Context: an optimization exercise on an open-source flow, tuned for small area. The choices shown serve that exercise and are no tape-out recipe. The RTL was checked by simulation tests, not by an equivalence proof against the original design. Power is estimated from default activity; no workload was simulated.

## flow/run.sh

```bash
#!/bin/bash
# synth_recipe.tcl (not shown) runs the flow's synth.tcl, then flattens the netlist and writes it again
# the make line also repeats each setting of config.mk as NAME=value (left out here)
make -C /OpenROAD-flow-scripts/flow DESIGN_CONFIG=/design/flow/config.mk WORK_HOME=/design/flow/orfs CLKGATE_MAP_FILE= SYNTH_SCRIPT=/design/flow/synth_recipe.tcl finish
```

## flow/config.mk

```make
export PLATFORM = sky130hd
export DESIGN_NAME = top
export DESIGN_NICKNAME = top
export VERILOG_FILES = /design/flow/design.v
export SDC_FILE = /design/flow/constraint.sdc
export NUM_CORES = 4
export LEC_CHECK = 0
export CAP_MARGIN = 20
export CORE_MARGIN = 2
export CORE_UTILIZATION = 40
export SLEW_MARGIN = 20
```

## flow/constraint.sdc

```tcl
create_clock -name core_clock -period 10.0 [get_ports {clk}]
set_input_delay 2.0000 -clock core_clock [delete_from_list [all_inputs] [get_ports {clk}]]
set_output_delay 2.0000 -clock core_clock [all_outputs]
set_load 0.01 [all_outputs]
```

## flow/design.v

```verilog
module debounce (
    input  logic clk,
    input  logic rst,
    input  logic button,
    output logic result
);
  logic ff1, ff2;
  logic [8:0] count;
  logic ena;
  assign ena = count[8] & count[7] & count[6] & count[5] & count[4] & count[2] & count[0];
  always_ff @(posedge clk) begin
    if (rst) begin
      ff1 <= 1'b0;
      ff2 <= 1'b0;
      result <= 1'b0;
      count <= 9'd0;
    end else begin
      ff1 <= button;
      ff2 <= ff1;
      if (ena) result <= ff2;
      if (ff1 ^ ff2) count <= 9'd0;
      else if (!ena) count <= count + 9'd1;
    end
  end
endmodule
module top (
    input  logic clk,
    input  logic rst,
    input  logic start_btn,
    input  logic stop_btn,
    input  logic softrst_sw,
    input  logic inc_min_btn,
    input  logic inc_sec_btn,
    input  logic inc_sw,
    input  logic mode_sw,
    output logic [6:0] seg,
    output logic [3:0] an
);
  logic start, stop, inc_min, inc_sec;
  debounce db_start (.clk(clk), .rst(rst), .button(start_btn),   .result(start));
  debounce db_stop  (.clk(clk), .rst(rst), .button(stop_btn),    .result(stop));
  debounce db_min   (.clk(clk), .rst(rst), .button(inc_min_btn), .result(inc_min));
  debounce db_sec   (.clk(clk), .rst(rst), .button(inc_sec_btn), .result(inc_sec));
  logic [5:0] lo;
  logic       ph;
  logic [9:0] hi;
  logic       bst;
  logic lo_end, hi_end;
  assign lo_end = lo[5] & lo[4] & lo[0];                        
  assign hi_end = (&hi[9:5]) & (&hi[2:0]);                      
  always_ff @(posedge clk) begin
    if (rst) begin
      lo <= 6'd0;
      ph <= 1'b0;
      hi <= 10'd0;
      bst <= 1'b0;
    end else begin
      if (lo_end) begin
        lo <= 6'd0;
        ph <= ~ph;
        if (ph) hi <= hi_end ? 10'd0 : hi + 10'd1;
      end else begin
        lo <= lo + 6'd1;
      end
      if (hi == 10'd500 && lo == 6'd0 && !ph) bst <= ~bst;
    end
  end
  logic sr_prev;
  always_ff @(posedge clk) sr_prev <= softrst_sw;
  logic tick;
  assign tick = ph & ((lo == 6'd0) | sr_prev);
  logic clr;
  assign clr = rst | softrst_sw;
  logic       run_sw;
  logic [9:0] ms_sw;
  logic [5:0] sec_sw, min_sw;
  logic ms_sw_end, sec_sw_end, min_sw_end;
  assign ms_sw_end  = (&ms_sw[9:5]) & (&ms_sw[2:0]);                           
  assign sec_sw_end = sec_sw[5] & sec_sw[4] & sec_sw[3] & sec_sw[1] & sec_sw[0];  
  assign min_sw_end = min_sw[5] & min_sw[4] & min_sw[3] & min_sw[1] & min_sw[0];  
  always_ff @(posedge clk) begin
    if (clr) begin
      run_sw <= 1'b0;
      ms_sw <= 10'd0;
      sec_sw <= 6'd0;
      min_sw <= 6'd0;
    end else begin
      if (start) run_sw <= 1'b1;
      else if (stop) run_sw <= 1'b0;
      if (tick && mode_sw && run_sw) begin
        if (!ms_sw_end) ms_sw <= ms_sw + 10'd1;
        else if (!sec_sw_end) begin
          ms_sw <= 10'd0;
          sec_sw <= sec_sw + 6'd1;
        end else if (!min_sw_end) begin
          ms_sw <= 10'd0;
          sec_sw <= 6'd0;
          min_sw <= min_sw + 6'd1;
        end
      end
    end
  end
  logic       run_tm, set_tm, blink_tm, ps, pm;
  logic [9:0] ms_tm;
  logic [5:0] sec_tm, min_tm;
  logic sec_tm_60, min_tm_ge60, up, es, em;
  assign sec_tm_60   = sec_tm[5] & sec_tm[4] & sec_tm[3] & sec_tm[2];    
  assign min_tm_ge60 = min_tm[5] & min_tm[4] & min_tm[3] & min_tm[2];
  assign up = inc_sw & ~run_tm;
  assign es = inc_sec & ~ps;
  assign em = inc_min & ~pm;
  always_ff @(posedge clk) begin
    if (clr) begin
      run_tm <= 1'b0;
      set_tm <= 1'b0;
      ms_tm <= 10'd0;
      sec_tm <= 6'd0;
      min_tm <= 6'd0;
      ps <= 1'b0;
      pm <= 1'b0;
    end else begin
      if (start) begin
        if (set_tm) run_tm <= 1'b1;
      end else if (stop) run_tm <= 1'b0;
      else if (inc_min || inc_sec) set_tm <= 1'b1;
      if (tick) begin
        if (!mode_sw && run_tm) begin
          if (ms_tm != 10'd0) ms_tm <= ms_tm - 10'd1;
          else if (sec_tm != 6'd0) begin
            ms_tm <= 10'd999;
            sec_tm <= sec_tm - 6'd1;
          end else if (min_tm != 6'd0) begin
            ms_tm <= 10'd999;
            sec_tm <= 6'd59;
            min_tm <= min_tm - 6'd1;
          end
        end
      end else begin
        if (up) begin
          if (es) begin
            if (!sec_tm_60) sec_tm <= sec_tm + 6'd1;
            else begin
              sec_tm <= 6'd0;
              min_tm <= min_tm + 6'd1;
            end
          end else if (em) begin
            if (!min_tm_ge60) min_tm <= min_tm + 6'd1;
          end
        end else begin
          if (es) begin
            if (sec_tm != 6'd0) sec_tm <= sec_tm - 6'd1;
            else if (min_tm != 6'd0) begin
              sec_tm <= 6'd59;
              min_tm <= min_tm - 6'd1;
            end
          end else if (em) begin
            if (min_tm != 6'd0) min_tm <= min_tm - 6'd1;
            else min_tm <= 6'd59;
          end
        end
        ps <= inc_sec;
        pm <= inc_min;
      end
    end
  end
  always_ff @(posedge clk) begin
    if (min_tm == 6'd0 && sec_tm == 6'd0) blink_tm <= set_tm;
    else if (clr | start | stop | inc_min | inc_sec) blink_tm <= 1'b0;
  end
  logic [2:0]  d7;
  logic [3:0]  c;           
  logic [1:0]  j;           
  logic        first;       
  logic [11:0] a, d;
  logic [3:0]  dq;
  logic        blank_q;
  logic        load;
  assign load = (d7 == 3'd0) & ~lo[0];
  logic [1:0] sel_next;
  assign sel_next = j + {1'b0, (c == 4'd1) | (c == 4'd2)};
  logic [5:0] v;
  logic [3:0] digit;
  assign v = sel_next[1] ? d[11:6] : d[5:0];
  assign digit = sel_next[0] ? 4'(v / 6'd10) : 4'(v % 6'd10);
  always_ff @(posedge clk) begin
    if (rst) begin
      d7 <= 3'd0;
      c <= 4'd0;
      j <= 2'd0;
      first <= 1'b1;
      dq <= 4'd0;
      blank_q <= 1'b1;
    end else begin
      d7 <= (d7 == 3'd6) ? 3'd0 : d7 + 3'd1;
      c <= (c == 4'd10) ? 4'd0 : c + 4'd1;
      if (c == 4'd2) j <= j + 2'd1;
      if (lo[3] & lo[2] & lo[1]) first <= 1'b0;
      dq <= first ? 4'd0 : digit;
      blank_q <= blink_tm & ~mode_sw & bst;
    end
  end
  always_ff @(posedge clk) begin
    if (load) begin
      a <= mode_sw ? {min_sw, sec_sw} : {min_tm, sec_tm};
      d <= a;
    end
  end
  always_comb begin
    case (dq)
      4'd0: seg = 7'b1000000;
      4'd1: seg = 7'b1111001;
      4'd2: seg = 7'b0100100;
      4'd3: seg = 7'b0110000;
      4'd4: seg = 7'b0011001;
      4'd5: seg = 7'b0010010;
      4'd6: seg = 7'b0000010;
      4'd7: seg = 7'b1111000;
      4'd8: seg = 7'b0000000;
      4'd9: seg = 7'b0010000;
      default: seg = 7'bxxxxxxx;
    endcase
  end
  assign an = blank_q ? 4'b1111 : ~(4'b0001 << j);
endmodule
```

==> notes.md <==
- The run finished with no timing, DRC or antenna violations.
- The Yosys step of the flow raised 2 warnings.
- The starting density of the core is about two fifths.
- The final hold violation count was 0.
- The number of distinct library cells after synthesis is 61.
- The area of the multi-input gates is ~4100 um2.
- The later pin in the worst-skew pair is clocked with a latency of between 400 and 500 ps.
- The register bit count reported by yosys is roughly 160.
- Summing internal, switching and leakage power gives 1.44 mW.
- The area of all sequential standard cells is 3430 um2.
- After layout, the minimum clock period comes to 4300 ps.
- The flip-flop cell with the highest count after synthesis is dfxtp_1.
- Each instance of the synthesized netlist takes up on average 9.07 um2.
- The headroom to the max-slew limit is 29.2%.
- The synthesized cell area is 7770 um2.
- The type of the most critical hold path is register to register.
- Setup repair after global routing left no endpoint under its margin.
- The kind of cell with the highest combined delay along the critical path is simple AND/OR/NAND/NOR gates.
- The repair_antennas step left the layout with diodes totalling 0.
- The total nets after synthesis is 903.
- The average vias per placed instance is 5.09.
- The maximum number of buffers from clock root to sink is 2.
- Cells with a size suffix above 1 make up 7.06% of the layout.
- The global-route congestion overflow total is 0.
- The count of fill cells added during filler insertion is 1841.
- STA classifies the critical path endpoint as a register.
- The analysis attributes to cell leakage a power of 3.21 nW.
- The sort of element at the start of the critical path is a primary input.
- The hold buffer count at CTS is 0.
- The DRC violation count after routing is 0.
- The count of routing violations after the opening detailed-route iteration is 239.
- Power spread over the standard cell area amounts to 164 nW/um2.
- In this run the post-CTS setup repair buffer count came out at 0.
- The half-perimeter wire length of the detailed placement result is 10400 um.
- The total placed instance area is between 8000 and 9000 um2.
- The number of port buffers is 19.
- Counting flops with an async set or reset pin after synthesis yields a share of 0%.
- The final RePlAce weighted congestion is around 0.84.
- Global routing consumed, over all layers together, 15.3% of the routing resources.
- After clock tree synthesis, the clock-pin slew on the worst setup and hold paths is 60 ps.
- The core region is 18900 um2.
- The via count of the first global-routing pass is 5470.
- The worst voltage drop across the vdd grid is 0.123 mV.
- In the final routed layout, each cell accounts on average for 13.0 um.
- The initial antenna violation count was 0.
- The routed wire length is 14800 um.
- TritonCTS built the clock tree.
- Summed over all failing endpoints, the final setup total negative slack is 0 ps.
- The number of placed instances, taps included, is 1106.
- The via total after detailed routing is 5795.
- Together, buffers and inverters on the worst path number 1.
- Relative to the synthesized area, the layout overhead comes to 12.8%.
- The H-tree was split into 4 levels.
- The highest achievable clock rate is 233 MHz.
- The number of flops mapped to enable cells by yosys is 25.
- The number of non-filler instances in the completed layout is 1138.
- The final standard cell area without fillers is about 8800 um2.
- The wire length of the first global-routing pass is 25400 um.
- Of the available clock period, the critical path in the final layout requires 43.0%.
- After technology mapping, the gate count stands at 857.
- The transition time at the pin with the least slew margin is between 1000 and 1500 ps.
- The final number of max-transition violations is 0.
- The slowest stage cell on the critical path is clkdlybuf4s50_1.
- For the worst setup path, the data required time is 10280 ps.
- Post-CTS repair changed the size of 0 cells.
- The most numerous cell type found on the critical path is nand3_1.
- Entering global routing, the biggest net connects roughly 40 pins.
- From left edge to right edge, the die measures 143 um.
- The number of core rows is 50.
- On the final layout, the worst clock skew is 10.8 ps.
- The clock buffer count from CTS is 17.
- The signal on the critical path passes through clkdlybuf4s50_1, nand3_1, nor4b_1, and2_1, nand3_1, xor2_1, nor2_1.
- The largest stage delay on the critical path is 940 ps.
- Max-cap violations in this run came to 0.
- The die covers 20600 um2.
- Once detail routing completed, the nets flagged for antenna violations numbered 0.
- The tree is rooted in a clkbuf_16.
- Data arrives at the worst endpoint at 4580 ps.
- The first detailed-routing pass ran for 4 iterations.
- The part of the Yosys area used for sequential elements is 44.2%.
- At the end of the flow, the number of nets in the layout was 911.
- In this run the count of I/O pins placed on the die edge is 20.
- The worst setup path is of the primary input to register kind.
- The count of clock tree sinks is 159.
- Along the worst path, the maximum fanout reaches 19.
- The die span in y is 143 um.
- The count of final setup violators is 0.
-- Yosys cell counts (all sizes together) (26+ instances only) --
| library cell | number | area share [%] |
|---|---|---|
| a21oi | 60 | 3.9 |
| dfxtp | 134 | 35 |
| ha | 37 | 6.0 |
| inv | 33 | 1.6 |
| nand2 | 59 | 2.8 |
| nand3 | 32 | 2.1 |
| nand4 | 26 | 2.1 |
| nor2 | 107 | 5.2 |
| o21ai | 38 | 2.4 |
| xnor2 | 30 | 3.5 |
| xor2 | 34 | 3.8 |
-- through the flow --
stage                     setup WS [ps]  util [%]  hold slack (ps)
final                              5700      46.4              420
after CTS                          5720      46.4              423
after global routing               5450      46.4              429
after global placement             5350      43.3              403
after detailed placement           5240      43.3              408
after floorplan                    6250         -              400
-- final cells by class --
type,count,area share [%]
Clock buffer,17,4.85
Sequential cell,159,39.1
Clock inverter,15,1.97
Timing Repair Buffer,21,2.34
Inverter,33,1.41
Tap cell,260,3.71
Multi-Input combinational cell,633,46.6
-- state kept, by name (all words and copies together) (netlist names), 3 cells and up --
name / cells
d7: 3
a: 12
db_stop.count: 9
c: 4
sec_sw: 6
ms_sw: 10
seg: 7
min_sw: 6
db_start.count: 9
min_tm: 6
db_min.count: 9
lo: 6
ms_tm: 10
hi: 10
d: 12
sec_tm: 6
db_sec.count: 9
-- cells by family after synthesis --
group	count (synthesis)	synth area share [%]
DFF	159	44.2
xor gates and xnor gates	64	7.31
adders and majority gates	37	5.95
AOI/OAI and AO/OA	155	12.4
muxes	33	4.49
and+or+nand+nor	344	22.4
buffers and inverters	65	3.36
-- layer usage --
layer	vias up	GRT usage [%]	wire, um
li1	3038	-	-
met4	0	6.50	229
met1	2667	20.0	7400
met3	17	3.43	393
met2	73	24.5	6740
met5	-	0	0
-- worst reg2reg max path, stage by stage (launching register included) --
cell and delay, ps:
dfxtp_1 350, inv_1 70, ha_1 200, nor2_1 50, nor3_1 190, ha_1 260
xor2_1 840, mux2_2 450, o2111ai_1 190, o31a_1 200, ha_1 130, nand2_1 40
a2111oi_0 320, a311o_1 410, o211ai_2 160, nor3b_2 180
-- where the power goes --
group	switching [mW]	leakage [nW]	total, mW	internal [mW]
clock network	0.281	0.300	0.657	0.376
registers	0.0146	1.33	0.685	0.670
logic	0.0557	1.58	0.0940	0.0383
-- cells in the final DEF, fill, tap and decap left out, types with 4 or more instances in the layout --
master / netlist / routed
dfxtp_1: 134 / 134
nor2_1: 107 / 107
a21oi_1: 60 / 60
nand2_1: 59 / 59
o21ai_0: 38 / 38
ha_1: 37 / 37
xor2_1: 34 / 34
inv_1: 33 / 33
nand3_1: 32 / 32
xnor2_1: 29 / 29
nand4_1: 26 / 26
edfxtp_1: 25 / 25
mux2i_1: 20 / 20
clkdlybuf4s50_1: 0 / 19
nor2b_1: 18 / 18
nand2b_1: 17 / 17
nor3_1: 17 / 17
clkbuf_16: 0 / 17
and3_1: 13 / 13
mux2_2: 12 / 12
or3_1: 12 / 12
and2_1: 11 / 11
a211oi_1: 10 / 10
nor3b_1: 8 / 7
a22oi_1: 6 / 6
inv_6: 0 / 6
o211ai_1: 5 / 5
or2_2: 5 / 5
and4_1: 5 / 5
a311oi_1: 4 / 4
-- final timing paths --
check / slack, ps / depth (start not counted) / end / start
setup / recovery: 5700 / 7 / min_sw[4]$_SDFFE_PP0P_ / mode_sw
hold / removal: 420 / 0 / d[3]$_DFFE_PP_ / a[3]$_DFFE_PP_
setup reg to reg: 5820 / 15 / seg[6]$_SDFF_PP0_ / c[0]$_SDFF_PP0_
hold reg to reg: 420 / 0 / d[3]$_DFFE_PP_ / a[3]$_DFFE_PP_

## what the ideal ports hide
The results above use ideal ports. As a check the final layout listed here was re-extracted and re-timed, cells and wires unchanged.
Step 1: set_driving_cell puts a clkbuf_16 on clk and a buf_2 on each other input, an assumption about the parent block.
Step 2 times the ports against the registers' clock, not the clock port: input delays grow and output delays shrink by t, the midpoint of the rising clock arrivals with the driver on.
a / b / c = no drivers / after step 1 / after step 2; a / b = the first two.
t (ns): 0.464
setup slack, ns: 5.704 / 5.701 / 5.237
worst register clock-pin slew, ns: 0.07 / 0.07
After both steps this run still meets setup and hold. The setup slack of this run moves by -0.003 ns with the drivers and by -0.467 ns with both steps.
